Background: an optimization exercise with open tools, aiming at small area, a short achievable clock period and few clock cycles. Do not read the settings as production practice. In this exercise RTL edits were held to simulation tests only and were not proved equivalent to the original. No activity file was given, so power comes from the tool's default toggle rates.

Setup of red:
## ahb_lite_fir_filter
module ahb_lite_fir_filter
(
  input  wire        clk,
  input  wire        n_rst,
  input  wire        hsel,
  input  wire [3:0]  haddr,
  input  wire        hsize,
  input  wire [1:0]  htrans,
  input  wire        hwrite,
  input  wire [15:0] hwdata,
  output reg  [15:0] hrdata,
  output reg         hresp
);
For scale: ~1600 cells after synthesis, about 44 I/O pins, about 0.018 mm² of cells after synthesis.
Settings: LEC_CHECK=0, CAP_MARGIN=20, CORE_MARGIN=2, CORE_UTILIZATION=70, CTS_BUF_LIST=sky130_fd_sc_hd__clkbuf_16, CTS_CLUSTER_DIAMETER=80, CTS_CLUSTER_SIZE=25, SLEW_MARGIN=20; clock period 11.0 ns.
standard.sh (not shown) runs the stock make flow with config.mk's settings and CLKGATE_MAP_FILE= SYNTH_SCRIPT=/design/flow/synth_recipe.tcl, a recipe that flattens the netlist after the stock synthesis.
==> flow/flow/run.sh <==
#!/bin/bash
set -uo pipefail
export SETUP_SLACK_MARGIN=6.0
export BUFFER_PORTS_ARGS="-buffer_cell sky130_fd_sc_hd__buf_2"
R=orfs/results/sky130hd/ahb_lite_fir_filter/base
bash standard.sh synth > synth.log 2>&1 || exit 1
cp $R/1_2_yosys.v synth_netlist.v
python3 flow/polfa.py synth_netlist.v $R/1_2_yosys.v > polfa.log 2>&1 || exit 1
rm -f $R/1_synth.odb $R/1_synth.sdc
bash standard.sh > standard.log 2>&1
Other scripts of this flow, unchanged in this note and not shown: flow/flow/polfa.py
Testbench counts of red, summed over its fixed seeds: cycles 4,104.
Input-level comparison between blue and red:
- a change of CORE_UTILIZATION from 70 to 60
-- flow/flow/run.sh --
<<< red, line 3
export SETUP_SLACK_MARGIN=6.0
>>> blue, line 3
export SETUP_SLACK_MARGIN=6.1
--- outcome ---
- Taking red as the reference, in blue pin count of the biggest net entering global routing moved down; wire length on met1 moved up; max-cap check violation count level.
- Looking at number of inserted diodes, blue sits above red.
For green, these inputs were changed with respect to blue:
- setting TNS_END_PERCENT to 20 for the first time
- changing CORE_UTILIZATION from 60 to 70
-- flow/flow/run.sh --
<<< blue, line 3
export SETUP_SLACK_MARGIN=6.1
>>> green, line 3
export SETUP_SLACK_MARGIN=6.0
<<< blue, line 5
>>> green, line 5
export CTS_ARGS="-sink_clustering_enable -repair_clock_nets -sink_clustering_size 25 -sink_clustering_max_diameter 80 -buf_list sky130_fd_sc_hd__clkbuf_16 -dont_use_dummy_load"
==> comparison <==
blue: done, clean on timing, DRC and antenna
green: done, clean on timing, DRC and antenna
Critical path data arrival time ends up lower on blue.
green against blue: power -3.4%, via count ~0 delta, number of global-route vias before repair +0.63%.
Utilization: green vs blue up 9.4 points
Non-clock buffer contribution to total cell area was lower in the run labelled green.
Summary of green over blue: sequential cell area in the final layout saw little to no change; area overhead of the layout relative to synthesis -3.0 points.
As far as clock latency reported for the late side of the worst-skew pair is concerned, blue and green perform about the same.
Input changes introduced in orange (baseline for comparison: green):
- TNS_END_PERCENT no longer set, was 20
- GPL_TIMING_DRIVEN now 0, previously not set
## What came out
[orange vs green] global routing usage on met1: higher in orange
Delta (orange minus green): non-clock buffer count rose about 170%, post-route standard cell area excluding fillers rose 0.0011 mm², proportion of cell area occupied by registers fell 2.7 points, global-route wire length before repair rose 6200 µm.
Of orange and green, green shows the lower critical path depth, with orange above it.
Looking at post-layout minimum cycle time, orange sits above green.
Diff green -> orange: area taken by multi-input logic gates picked up an extra about 2.4%, combinational group share of total power picked up an extra 1.1 points.
Of orange and green, the higher setup slack of the critical path after layout belongs to green.
Run comparison: green category of the critical setup timing path in -> out; orange category of the critical setup timing path reg -> reg


Starting RTL as in the previous note.
Settings: LEC_CHECK=0, CAP_MARGIN=20, CORE_MARGIN=2, CORE_UTILIZATION=70, CTS_BUF_LIST=sky130_fd_sc_hd__clkbuf_16, CTS_CLUSTER_DIAMETER=80, CTS_CLUSTER_SIZE=25, SLEW_MARGIN=20; clock period 11.0 ns.
==> flow/flow/run.sh <==
#!/bin/bash
set -uo pipefail
export SETUP_SLACK_MARGIN=6.0
export BUFFER_PORTS_ARGS="-buffer_cell sky130_fd_sc_hd__buf_2"
bash standard.sh > standard.log 2>&1
Testbench counts at the start, summed over its fixed seeds: cycles 4,104.
==> next run, changes <==
- CORE_UTILIZATION: 70 -> 40
After rerunning:
- utilization drops by 32 points
- total power climbs by about 4.4%
- final cell count climbs by about 14%
- final area climbs by about 3%
- combinational power climbs by about 3%
==> next run, changes <==
- CORE_UTILIZATION: 40 -> 60
- CTS_CLUSTER_DIAMETER: 80 -> 70
- CTS_CLUSTER_SIZE: 25 -> 35
Effect: The new run completed with no timing, DRC or antenna violations. Final cell count is lower by roughly a tenth. Global-route usage is higher by 9.6 points. Wire length is lower slightly. Synthesized cell count is unchanged. Total power is higher by a few percent. Non-clock buffer count is lower by 9. Via count is higher slightly.


P:
ahb_lite_fir_filter again, from the RTL that the note above started with.
export LEC_CHECK = 0
export CAP_MARGIN = 20
export CORE_MARGIN = 2
export CORE_UTILIZATION = 60
export CTS_BUF_LIST = sky130_fd_sc_hd__clkbuf_16
export CTS_CLUSTER_DIAMETER = 80
export CTS_CLUSTER_SIZE = 25
export PLACE_DENSITY = 0.75
export SLEW_MARGIN = 20
create_clock -name core_clock -period 11.0 [get_ports {clk}]
Scripts as last shown in full above: flow/flow/run.sh
P: no failed stages, no open violations at the end
Testbench counts of P, summed over its fixed seeds: cycles 4,104.
The following lists how Q was set up differently from P:
Settings: PLACE_DENSITY no longer set, was 0.75; ABC_AREA now 1, previously not set.
Results
P → Q: post-synthesis cell area increased about 3.2%; met2 capacity usage during global routing went up by 8.6 points. First-pass iteration count of the detailed router is higher on Q. Utilization P -> Q: up. Between Q and P, it is Q whose net switching component of the power is higher, by about 110%. Going from P to Q, overall die height grows by 1.6%.
The inputs of R differ from those of Q as listed below.
Settings: ABC_AREA removed (was 1).
--- a/flow/flow/run.sh
+++ b/flow/flow/run.sh
@@ -3 +3 @@
-export SETUP_SLACK_MARGIN=6.0
+export SETUP_SLACK_MARGIN=6.25
==> results.txt <==
R: no failed stages, no open violations at the end
Diff R..Q | quantity of hold-fixing buffers added after cts | unchanged
Diff Q and R: actual slew at the worst max-slew pin lower in Q
Run comparison: R main combinational cell family by area after synthesis adder cells; Q main combinational cell family by area after synthesis simple AND/OR/NAND/NOR gates
R vs. Q: area of the core lost 3.1%, power density normalized to cell area lost 29%, non-clock buffer count picked up an extra about 2.4%.
Power: R draws less than Q
Relative to Q, the instance area at placement measured on R has decreased by a few percent.
Summary of R over Q: total track usage shrank by 2.8 points; maximum clock frequency has increased.


Setup of old:
ahb_lite_fir_filter again, from the RTL that the note above started with.
export LEC_CHECK = 0
export CAP_MARGIN = 20
export CORE_MARGIN = 2
export CORE_UTILIZATION = 60
export CTS_BUF_LIST = sky130_fd_sc_hd__clkbuf_16
export CTS_CLUSTER_DIAMETER = 80
export CTS_CLUSTER_SIZE = 25
export SLEW_MARGIN = 20
create_clock -name core_clock -period 11.0 [get_ports {clk}]
==> flow/flow/run.sh <==
#!/bin/bash
set -uo pipefail
export SETUP_SLACK_MARGIN=6.0
export BUFFER_PORTS_ARGS="-buffer_cell sky130_fd_sc_hd__buf_2"
export SYNTH_ARGS="-noabc"
bash standard.sh > standard.log 2>&1
Testbench counts of old, summed over its fixed seeds: cycles 4,104.
What new does differently from old at the input level:
--- a/flow/flow/run.sh
+++ b/flow/flow/run.sh
@@ -4,3 +4,2 @@
 export BUFFER_PORTS_ARGS="-buffer_cell sky130_fd_sc_hd__buf_2"
-export SYNTH_ARGS="-noabc"
 bash standard.sh > standard.log 2>&1
### Flow results
Changes observed in new relative to old: number of standard cells in the layout, taps in and fillers out shrank by 22; met2 wirelength from detailed routing shrank by 5.6%; worst setup slack grew by 0.24 ns.
new ends up with a wire length that is 6.0% lower than in old.
Number of cells traversed by the worst register-to-register path went down by a little under 10% going from old to new.


north:
Starting RTL as in the previous note.
==> flow/design.v (excerpt) <==
module ahb_lite_fir_filter
(
  input  wire        clk,
  input  wire        n_rst,
  input  wire        hsel,
  input  wire [3:0]  haddr,
  input  wire        hsize,
  input  wire [1:0]  htrans,
  input  wire        hwrite,
  input  wire [15:0] hwdata,
  output reg  [15:0] hrdata,
  output reg         hresp
);
==> flow/config.mk <==
export PLATFORM = sky130hd
export DESIGN_NAME = ahb_lite_fir_filter
export DESIGN_NICKNAME = ahb_lite_fir_filter
export VERILOG_FILES = /design/flow/design.v
export SDC_FILE = /design/flow/constraint.sdc
export NUM_CORES = 4
export LEC_CHECK = 0
export CAP_MARGIN = 20
export CORE_MARGIN = 2
export CORE_UTILIZATION = 70
export CTS_BUF_LIST = sky130_fd_sc_hd__clkbuf_16
export CTS_CLUSTER_DIAMETER = 80
export CTS_CLUSTER_SIZE = 25
export SLEW_MARGIN = 20
==> flow/constraint.sdc <==
create_clock -name core_clock -period 11.0 [get_ports {clk}]
set_input_delay 2.2000 -clock core_clock [delete_from_list [all_inputs] [get_ports {clk}]]
set_output_delay 2.2000 -clock core_clock [all_outputs]
set_load 0.01 [all_outputs]
==> flow/flow/run.sh <==
#!/bin/bash
set -uo pipefail
export SETUP_SLACK_MARGIN=6.0
export BUFFER_PORTS_ARGS="-buffer_cell sky130_fd_sc_hd__buf_2"
export CTS_ARGS="-sink_clustering_enable -repair_clock_nets -sink_clustering_size 25 -sink_clustering_max_diameter 80 -buf_list sky130_fd_sc_hd__clkbuf_16 -dont_use_dummy_load"
R=orfs/results/sky130hd/ahb_lite_fir_filter/base
bash standard.sh synth > synth.log 2>&1 || exit 1
cp $R/1_2_yosys.v synth_netlist.v
python3 flow/polfa.py synth_netlist.v $R/1_2_yosys.v > polfa.log 2>&1 || exit 1
rm -f $R/1_synth.odb $R/1_synth.sdc
bash standard.sh > standard.log 2>&1
Other scripts of this flow, unchanged in this note and not shown: flow/flow/polfa.py
Both conditions hold for north: the flow ran to the end and the final layout passed the timing, design-rule and antenna checks.
Testbench counts of north, summed over its fixed seeds: cycles 4,104.
Relative to north, the following input files were edited for south:
- changing CORE_UTILIZATION from 70 to 60
==> results.txt <==
north and south ended up with nearly the same register area.
south contains fewer vias than north.
Changes observed in south relative to north: worst hold slack higher; fraction of power spent switching nets climbed 0.53 points; area added between synthesis and finish went up; number of tap cells inserted +60; net switching power of the design increased 3.0%.
Routed length on met3: lower on south
What south reported for met1 layer wirelength in the final routing has to be multiplied by 0.931 to get the figure for north.
Looking at north and south, the internal power of the cells is a wash.
#### Input delta (east over south)
- GPL_ROUTABILITY_DRIVEN newly set to 0
- CORE_UTILIZATION changed from 60 to 70
--- outcome ---
- Compared to south, east shows a narrower setup margin.
- Delta(post-synthesis to final-layout area growth, east - south) < 0
- Cmp east vs south: layout buffer count excluding clock buffers lower in east
- Compared to south, east reaches a lower achievable clock.
- Final net count: east < south
- Against south, east comes in 1 higher on count of buffering cells on the critical path with inverters included.
Edits applied to the flow inputs when going from east to west:
- a change of CAP_MARGIN from 20 to 0
- a change of SLEW_MARGIN from 20 to 0
- a deleted GPL_ROUTABILITY_DRIVEN that had been 0
==> results.txt <==
Hold slack deteriorates in west relative to east.
Comparing west with east, the share of the core filled with cells in the final layout came out essentially unchanged.
Register fraction of the total cell area ended up 0.17 points lower on west than on east.
The met2 track utilization from global routing of west exceeds that of east by 0.40 points.
east → west: cell area was more or less identical; number of instances resized during post-cts repair grew by 11; fraction of power consumed by the clock network has decreased.
When the final numbers for east and west were put side by side, the worst setup slack turned out to be smaller in east.
Going from east to west, the share of final layout cell area taken by non-clock buffers was found to have gone up by 0.15 points.
Share of power burned in combinational logic: west higher than east


Another version of the RTL of ahb_lite_fir_filter (not shown whole).
Size: ~2100 cells after synthesis, about 20000 sq um of cells after synthesis.
==> flow/design.v (excerpt) <==
module ahb_lite_fir_filter
(
  input  wire        clk,
  input  wire        n_rst,
  input  wire        hsel,
  input  wire [3:0]  haddr,
  input  wire        hsize,
  input  wire [1:0]  htrans,
  input  wire        hwrite,
  input  wire [15:0] hwdata,
  output reg  [15:0] hrdata,
  output reg         hresp
);
Settings: LEC_CHECK=0, CAP_MARGIN=20, CORE_MARGIN=2, CORE_UTILIZATION=40, SLEW_MARGIN=20; clock period 11.0 ns.
==> flow/flow/run.sh <==
#!/bin/bash
set -uo pipefail
export SETUP_SLACK_MARGIN=6.0
export BUFFER_PORTS_ARGS="-buffer_cell sky130_fd_sc_hd__buf_2"
bash standard.sh > standard.log 2>&1
The baseline completed without violations.
Testbench counts at the start, summed over its fixed seeds: cycles 4,104.
Edit:
==> flow/run.sh (new file) <==
#!/bin/bash
# synth_recipe.tcl (not shown) runs the flow's synth.tcl, then flattens the netlist and writes it again
# the make line also repeats each setting of config.mk as NAME=value (left out here)
make -C /OpenROAD-flow-scripts/flow DESIGN_CONFIG=/design/flow/config.mk WORK_HOME=/design/flow/orfs CLKGATE_MAP_FILE= SYNTH_SCRIPT=/design/flow/synth_recipe.tcl finish
- SETUP_SLACK_MARGIN: default -> 5
removed: flow/flow/run.sh
removed: flow/standard.sh
The new run finished with timing, DRC and antenna clean.
Final cell count shrinks by 1.9%.
Setup slack degrades by 0.82 ns.
Clock power falls by about 6%.
Clock skew is higher by 0.0093 ns.
Edit:
==> flow/flow/run.sh (new file) <==
#!/bin/bash
set -uo pipefail
export SETUP_SLACK_MARGIN=6.0
export BUFFER_PORTS_ARGS="-buffer_cell sky130_fd_sc_hd__buf_2"
bash standard.sh > standard.log 2>&1
==> flow/standard.sh (new file) <==
#!/bin/bash
# synth_recipe.tcl (not shown) runs the flow's synth.tcl, then flattens the netlist and writes it again
# the make line also repeats each setting of config.mk as NAME=value (left out here)
make -C /OpenROAD-flow-scripts/flow DESIGN_CONFIG=/design/flow/config.mk WORK_HOME=/design/flow/orfs CLKGATE_MAP_FILE= SYNTH_SCRIPT=/design/flow/synth_recipe.tcl "${@:-finish}"
- CTS_BUF_LIST: default -> sky130_fd_sc_hd__clkbuf_4
- CTS_CLUSTER_SIZE: default -> 30
- SETUP_SLACK_MARGIN: 5 -> default
removed: flow/run.sh
What happened:
- The changed run went through all stages and came out clean
- total power decreases by 0.66%
- die area stays the same
- global-route usage increases by 0.72 points
- wire length increases by about 5%
- critical path depth increases by 4

[afterwards: timing with drivers on the ports]
Ports are ideal in the flow. The routed layouts listed here were re-timed in OpenROAD.
Step 1 assumes that a clkbuf_16 drives the clock port and a buf_2 every other input.
Step 2 moves the port delays by t, midway between the first and last clock arrival at a register: inputs arrive t later, outputs are due t later. That takes back most of the time a late clock gives input paths.
Three values: ideal, step 1, step 2; two values: the first two.
| run | t, ns | setup slack, ns | worst setup path at the end | slew at the worst register clock pin (ns) |
|---|---|---|---|---|
| red | 0.545 | 6.019 / 5.988 / 5.988 | input to output | 0.10 / 0.10 |
| blue | 0.547 | 6.070 / 6.026 / 6.026 | input to output | 0.10 / 0.10 |
| green | 0.538 | 5.997 / 5.977 / 5.977 | input to output | 0.10 / 0.10 |
| orange | 0.543 | 5.955 / 5.930 / 5.930 | input to output | 0.10 / 0.10 |
| the first run of note 2 | 0.546 | 6.039 / 6.009 / 6.009 | input to output | 0.11 / 0.11 |
| the second run of note 2 | 0.554 | 6.025 / 5.975 / 5.975 | input to output | 0.10 / 0.10 |
| the third run of note 2 | 0.567 | 6.029 / 6.007 / 6.007 | input to output | 0.12 / 0.12 |
| P | 0.553 | 5.988 / 5.938 / 5.991 | input to output | 0.10 / 0.10 |
| Q | 0.583 | 6.050 / 6.000 / 6.000 | input to output | 0.10 / 0.10 |
| R | 0.546 | 6.082 / 6.030 / 6.030 | input to output | 0.11 / 0.11 |
| old | 0.580 | 5.789 / 5.734 / 5.859 | register to register | 0.10 / 0.10 |
| new | 0.553 | 6.032 / 6.010 / 6.010 | input to output | 0.11 / 0.11 |
| north | 0.527 | 6.025 / 5.993 / 5.993 | input to output | 0.10 / 0.10 |
| south | 0.538 | 6.056 / 6.006 / 6.040 | input to output | 0.11 / 0.11 |
| east | 0.542 | 5.999 / 5.967 / 5.967 | input to output | 0.10 / 0.10 |
| west | 0.527 | 6.025 / 5.993 / 5.993 | input to output | 0.10 / 0.10 |
| the first run of note 6 | 0.595 | 6.056 / 5.998 / 6.037 | input to output | 0.06 / 0.06 |
| the second run of note 6 | 0.639 | 5.234 / 5.212 / 5.212 | input to output | 0.07 / 0.07 |
| the third run of note 6 | 0.827 | 5.784 / 5.732 / 6.037 | input to output | 0.07 / 0.07 |
After both steps setup and hold are still met in every run listed. The setup slack of R, which loses most, moves by -0.052 ns with the drivers and by -0.052 ns with both steps.
